From an optimization exercise on the open Yosys and OpenROAD flow, aimed at small area and a short achievable clock period; shortcuts taken in it are not production practice. In this exercise RTL edits were held to simulation tests only and were not proved equivalent to the original. Power and IR drop assume default switching activity.

==> inputs of run a <==
// ip_stride
module ip_stride #(parameter IP_TRACKER_COUNT = 8)
(
	input   logic 			clk,
	input   logic 			rst,
	input   logic   [63:0]  addr_i,
	input 	logic 	[63:0]	ip_i,
	output 	logic 	[63:0]	pref_addr1_o,
	output 	logic 	        pref_valid1_o,
	output 	logic 	[63:0]	pref_addr2_o,
	output 	logic 	        pref_valid2_o,
	output 	logic 	[63:0]	pref_addr3_o,
	output 	logic 	        pref_valid3_o
);
parameter ADDR_SIZE = 64;
parameter LOG2_BLOCK_SIZE = 6;
parameter LOG2_PAGE_SIZE = 12;
parameter CLA_SIZE = ADDR_SIZE - LOG2_BLOCK_SIZE;
typedef logic[ADDR_SIZE-1:0]              addr_t;
typedef logic[CLA_SIZE-1:0]               cla_t;
typedef logic signed[CLA_SIZE-1:0]        stride_t;
addr_t ip[IP_TRACKER_COUNT];
cla_t last_cla[IP_TRACKER_COUNT];
stride_t last_stride[IP_TRACKER_COUNT];
logic [IP_TRACKER_COUNT-1:0] lru;
cla_t cla;
int ip_match_idx, lru_idx;
stride_t stride;
logic pref_valid1, pref_valid2, pref_valid3;
addr_t pref_addr1, pref_addr2, pref_addr3;
logic stride_match, addr1_page_match, addr2_page_match, addr3_page_match;
assign pref_valid1_o = pref_valid1;
assign pref_valid2_o = pref_valid2;
assign pref_valid3_o = pref_valid3;
assign pref_addr1_o = pref_addr1;
assign pref_addr2_o = pref_addr2;
assign pref_addr3_o = pref_addr3;
assign pref_addr1 = (cla + stride) << LOG2_BLOCK_SIZE;
assign pref_addr2 = (cla + (stride*2)) << LOG2_BLOCK_SIZE;
assign pref_addr3 = (cla + (stride*3)) << LOG2_BLOCK_SIZE;
assign cla = addr_i >> LOG2_BLOCK_SIZE;
  ...
==> module ip_stride, before the edit <==
module ip_stride #(parameter IP_TRACKER_COUNT = 8)
(
	input   logic 			clk,
	input   logic 			rst,
	input   logic   [63:0]  addr_i,
	input 	logic 	[63:0]	ip_i,
	output 	logic 	[63:0]	pref_addr1_o,
	output 	logic 	        pref_valid1_o,
	output 	logic 	[63:0]	pref_addr2_o,
	output 	logic 	        pref_valid2_o,
	output 	logic 	[63:0]	pref_addr3_o,
	output 	logic 	        pref_valid3_o
);
parameter ADDR_SIZE = 64;
parameter LOG2_BLOCK_SIZE = 6;
parameter LOG2_PAGE_SIZE = 12;
parameter CLA_SIZE = ADDR_SIZE - LOG2_BLOCK_SIZE;
typedef logic[ADDR_SIZE-1:0]              addr_t;
typedef logic[CLA_SIZE-1:0]               cla_t;
typedef logic signed[CLA_SIZE-1:0]        stride_t;
addr_t ip[IP_TRACKER_COUNT];
cla_t last_cla[IP_TRACKER_COUNT];
stride_t last_stride[IP_TRACKER_COUNT];
logic [IP_TRACKER_COUNT-1:0] lru;
cla_t cla;
int ip_match_idx, lru_idx;
stride_t stride;
logic pref_valid1, pref_valid2, pref_valid3;
addr_t pref_addr1, pref_addr2, pref_addr3;
logic stride_match, addr1_page_match, addr2_page_match, addr3_page_match;
assign pref_valid1_o = pref_valid1;
assign pref_valid2_o = pref_valid2;
assign pref_valid3_o = pref_valid3;
assign pref_addr1_o = pref_addr1;
assign pref_addr2_o = pref_addr2;
assign pref_addr3_o = pref_addr3;
assign pref_addr1 = (cla + stride) << LOG2_BLOCK_SIZE;
assign pref_addr2 = (cla + (stride*2)) << LOG2_BLOCK_SIZE;
assign pref_addr3 = (cla + (stride*3)) << LOG2_BLOCK_SIZE;
assign cla = addr_i >> LOG2_BLOCK_SIZE;
assign stride_match = stride == last_stride[ip_match_idx] ? 1'b1 : 1'b0;
assign addr1_page_match = (pref_addr1 >> LOG2_PAGE_SIZE) == (addr_i >> LOG2_PAGE_SIZE) ? 1'b1 : 1'b0;
assign addr2_page_match = (pref_addr2 >> LOG2_PAGE_SIZE) == (addr_i >> LOG2_PAGE_SIZE) ? 1'b1 : 1'b0;
assign addr3_page_match = (pref_addr3 >> LOG2_PAGE_SIZE) == (addr_i >> LOG2_PAGE_SIZE) ? 1'b1 : 1'b0;
always_comb begin
	ip_match_idx = -1;
	for (int i = 0; i < IP_TRACKER_COUNT; i++) begin
		if (ip[i] == ip_i)
			ip_match_idx = i;
	end
end
always_comb begin
	lru_idx = -1;
	for (int i = IP_TRACKER_COUNT - 1; i >= 0; i--) begin
		if (lru[i] == 1'b0)
			lru_idx = i;
	end
end
always_comb begin
	stride = '0;
	if (ip_match_idx != -1) begin
		if (cla > last_cla[ip_match_idx])
			stride = signed'(cla - last_cla[ip_match_idx]);
		else
			stride = -1 * signed'(last_cla[ip_match_idx] - cla);
	end
end
function void reset();
	for (int i = 0; i < IP_TRACKER_COUNT; i++) begin
		ip[i] <= '0;
		last_cla[i] <= '0;
		last_stride[i] <= '0;
	end
	lru <= '0;
	pref_valid1 <= 1'b0;
	pref_valid2 <= 1'b0;
	pref_valid3 <= 1'b0;
endfunction
function automatic logic [IP_TRACKER_COUNT-1:0] set_mru(logic [IP_TRACKER_COUNT-1:0] cur, int idx);
	logic [IP_TRACKER_COUNT-1:0] nxt;
	logic found_zero;
	nxt = cur;
	found_zero = 1'b0;
	nxt[idx] = 1'b1;
	for (int i = 0; i < IP_TRACKER_COUNT; i++) begin
		if (nxt[i] == 1'b0)
			found_zero = 1'b1;
	end
	if (~found_zero)
		nxt = '0;
	nxt[idx] = 1'b1;
	set_mru = nxt;
endfunction
function void allocate_new_tracker();
	ip[lru_idx] <= ip_i;
	last_cla[lru_idx] <= cla;
	last_stride[lru_idx] <= '0;
	lru <= set_mru(lru, lru_idx);
endfunction
function void update_tracker();
	pref_valid1 <= stride_match & addr1_page_match;
	pref_valid2 <= stride_match & addr2_page_match;
	pref_valid3 <= stride_match & addr3_page_match;
    last_cla[ip_match_idx] <= cla;
    last_stride[ip_match_idx] <= stride;
	lru <= set_mru(lru, ip_match_idx);
endfunction
always_ff @(posedge clk) begin
	if (rst) begin
		reset();
	end 
	else if (ip_match_idx == -1) begin  
		allocate_new_tracker();
	end 
	else if (stride != '0) begin
		update_tracker();
	end
end
endmodule  
export LEC_CHECK = 0
export CAP_MARGIN = 20
export CORE_MARGIN = 2
export CORE_UTILIZATION = 40
export SLEW_MARGIN = 20
create_clock -name core_clock -period 20.0 [get_ports {clk}]
run.sh (not shown) runs the stock make flow with config.mk's settings and CLKGATE_MAP_FILE= SYNTH_SCRIPT=/design/flow/synth_recipe.tcl, a recipe that flattens the netlist after the stock synthesis.
==> inputs of run b, as changes to run a <==
==> flow/design.v (replaced) <==
module ip_stride #(parameter IP_TRACKER_COUNT = 8)
(
	input   logic 			clk,
	input   logic 			rst,
	input   logic   [63:0]  addr_i,
	input 	logic 	[63:0]	ip_i,
	output 	logic 	[63:0]	pref_addr1_o,
	output 	logic 	        pref_valid1_o,
	output 	logic 	[63:0]	pref_addr2_o,
	output 	logic 	        pref_valid2_o,
	output 	logic 	[63:0]	pref_addr3_o,
	output 	logic 	        pref_valid3_o
);
localparam N = IP_TRACKER_COUNT;
localparam CW = 58;
logic [63:0]   ip       [N];
logic [CW-1:0] last_cla [N];
logic [CW-1:0] pred     [N];
logic [N-1:0]  vld;
logic [N-1:0]  lru;
logic          pref_valid1, pref_valid2, pref_valid3;
logic [CW-1:0] cla;
assign cla = addr_i[63:6];
logic          ip_zero;
logic [N-1:0]  vmatch, match, sel, victim, wsel;
logic          hit, vhit;
assign ip_zero = (ip_i == 64'd0);
always_comb begin
	for (int i = 0; i < N; i++) begin
		vmatch[i] = vld[i] & (ip[i] == ip_i);
		match[i]  = vmatch[i] | (~vld[i] & ip_zero);
	end
end
assign hit  = |match;
assign vhit = |vmatch;
always_comb begin
	sel = '0;
	for (int i = 0; i < N; i++) begin
		sel[i] = match[i];
		for (int j = i + 1; j < N; j++)
			if (match[j]) sel[i] = 1'b0;
	end
end
always_comb begin
	victim = '0;
	for (int i = 0; i < N; i++) begin
		victim[i] = ~lru[i];
		for (int j = 0; j < i; j++)
			if (~lru[j]) victim[i] = 1'b0;
	end
end
logic [CW-1:0] rd_cla, rd_pred, lsel;
always_comb begin
	rd_cla  = '0;
	rd_pred = '0;
	for (int i = 0; i < N; i++) begin
		rd_cla  = rd_cla  | ({CW{vmatch[i]}} & last_cla[i]);
		rd_pred = rd_pred | ({CW{vmatch[i]}} & pred[i]);
	end
end
assign lsel = hit ? rd_cla : cla;
logic [CW-1:0] p1, p2, p3;
assign p1 = (cla << 1) - lsel;
assign p2 = cla + (cla << 1) - (lsel << 1);
assign p3 = (cla << 2) - lsel - (lsel << 1);
assign pref_addr1_o = {p1, 6'b000000};
assign pref_addr2_o = {p2, 6'b000000};
assign pref_addr3_o = {p3, 6'b000000};
assign pref_valid1_o = pref_valid1;
assign pref_valid2_o = pref_valid2;
assign pref_valid3_o = pref_valid3;
logic stride_nz, we, stride_match;
assign stride_nz    = (cla != lsel);
assign we           = ~hit | stride_nz;
assign wsel         = hit ? sel : victim;
assign stride_match = (cla == rd_pred);
logic [N-1:0] lru_set, lru_nxt;
assign lru_set = lru | wsel;
assign lru_nxt = (&lru_set) ? wsel : lru_set;
always_ff @(posedge clk) begin
	for (int i = 0; i < N; i++) begin
		if (we & wsel[i]) begin
			ip[i]       <= ip_i;
			last_cla[i] <= cla;
			pred[i]     <= p1;
		end
	end
end
always_ff @(posedge clk) begin
	if (rst) begin
		vld         <= '0;
		lru         <= '0;
		pref_valid1 <= 1'b0;
		pref_valid2 <= 1'b0;
		pref_valid3 <= 1'b0;
	end else if (we) begin
		vld <= vld | wsel;
		lru <= lru_nxt;
		if (hit) begin
			pref_valid1 <= stride_match & (p1[CW-1:6] == cla[CW-1:6]);
			pref_valid2 <= stride_match & (p2[CW-1:6] == cla[CW-1:6]);
			pref_valid3 <= stride_match & (p3[CW-1:6] == cla[CW-1:6]);
		end
	end
end
endmodule  
==> comparison table <==
Detail Route met3 WL: run a 22.1 mm; run b 26.1 mm
Vias: run a 66400; run b 56400
Rel. slew slack: run a 0.188; run b 0.0978
TritonCTS Buffers: run a 159; run b 155
Avg Cell Area, Syn: run a 10.5 µm²; run b 12.5 µm²
P&R area growth vs syn: run a 16.8%; run b 16.0%
Number of violations reported at the end of detailed-routing iteration 0: run a 6465; run b 7531
Most common cell type on the critical path: run a sky130_fd_sc_hd__buf_4; run b sky130_fd_sc_hd__o21ai_0
Non-clock inverter count in the final layout: run a 155; run b 203
Global routing usage on met1: run a 0.345; run b 0.383
Share of Yosys cell area claimed by the top area cell type: run a 0.501; run b 0.565
Met2 layer wire length in the routed design: run a 138 mm; run b 134 mm
Mapped Cells: run a 8242; run b 6105
Run status: run a finished clean; run b finished clean
Cell area after synthesis: run a 86400 µm²; run b 76500 µm²
Placed wire-length estimate after detailed placement: run a 197 mm; run b 205 mm
Aggregate routed wire length: run a 291 mm; run b 289 mm
Antenna violations before repair: run a 12; run b 21
Core ar.: run a 215000 µm²; run b 190000 µm²
Final weighted congestion in routability-driven placement: run a 0.959; run b 1.01
Highest achievable clock rate: run a 0.0513 GHz; run b 0.0527 GHz
Number of nets at the end of the flow: run a 9203; run b 6962
Highest cell delay on the worst timing path: run a 880 ps; run b 1180 ps
Combined area of the multi-input logic cells: run a 39900 µm²; run b 30700 µm²
Post-synthesis xor/xnor area fraction: run a 0.0959; run b 0.100
Leakage Power: run a 40.5 nW; run b 30.2 nW
Final-layout worst hold slack: run a 454 ps; run b 461 ps

==> port drivers added, routing unchanged <==
The results above use ideal ports. As a check the final layouts listed here were re-extracted and re-timed, cells and wires unchanged. Step 1: set_driving_cell puts a clkbuf_16 on clk and a buf_2 on each other input, an assumption about the parent block. Step 2, shift: input delay + t, output delay - t, t = (earliest + latest rising clock arrival at the registers) / 2. This alone moves slack from input paths to output paths. a / b / c = no drivers / after step 1 / after step 2; a / b = the first two.
run	t (ns)	setup slack, ns	slew at the worst register clock pin (ns)
run a	0.873	0.526 / 0.501 / 0.501	0.06 / 0.06
run b	0.907	1.016 / 0.992 / 0.992	0.07 / 0.07
After both steps setup and hold are still met in every run listed. For run a, which loses most, drivers alone change the setup slack by -0.025 ns; drivers and shift together by -0.025 ns.
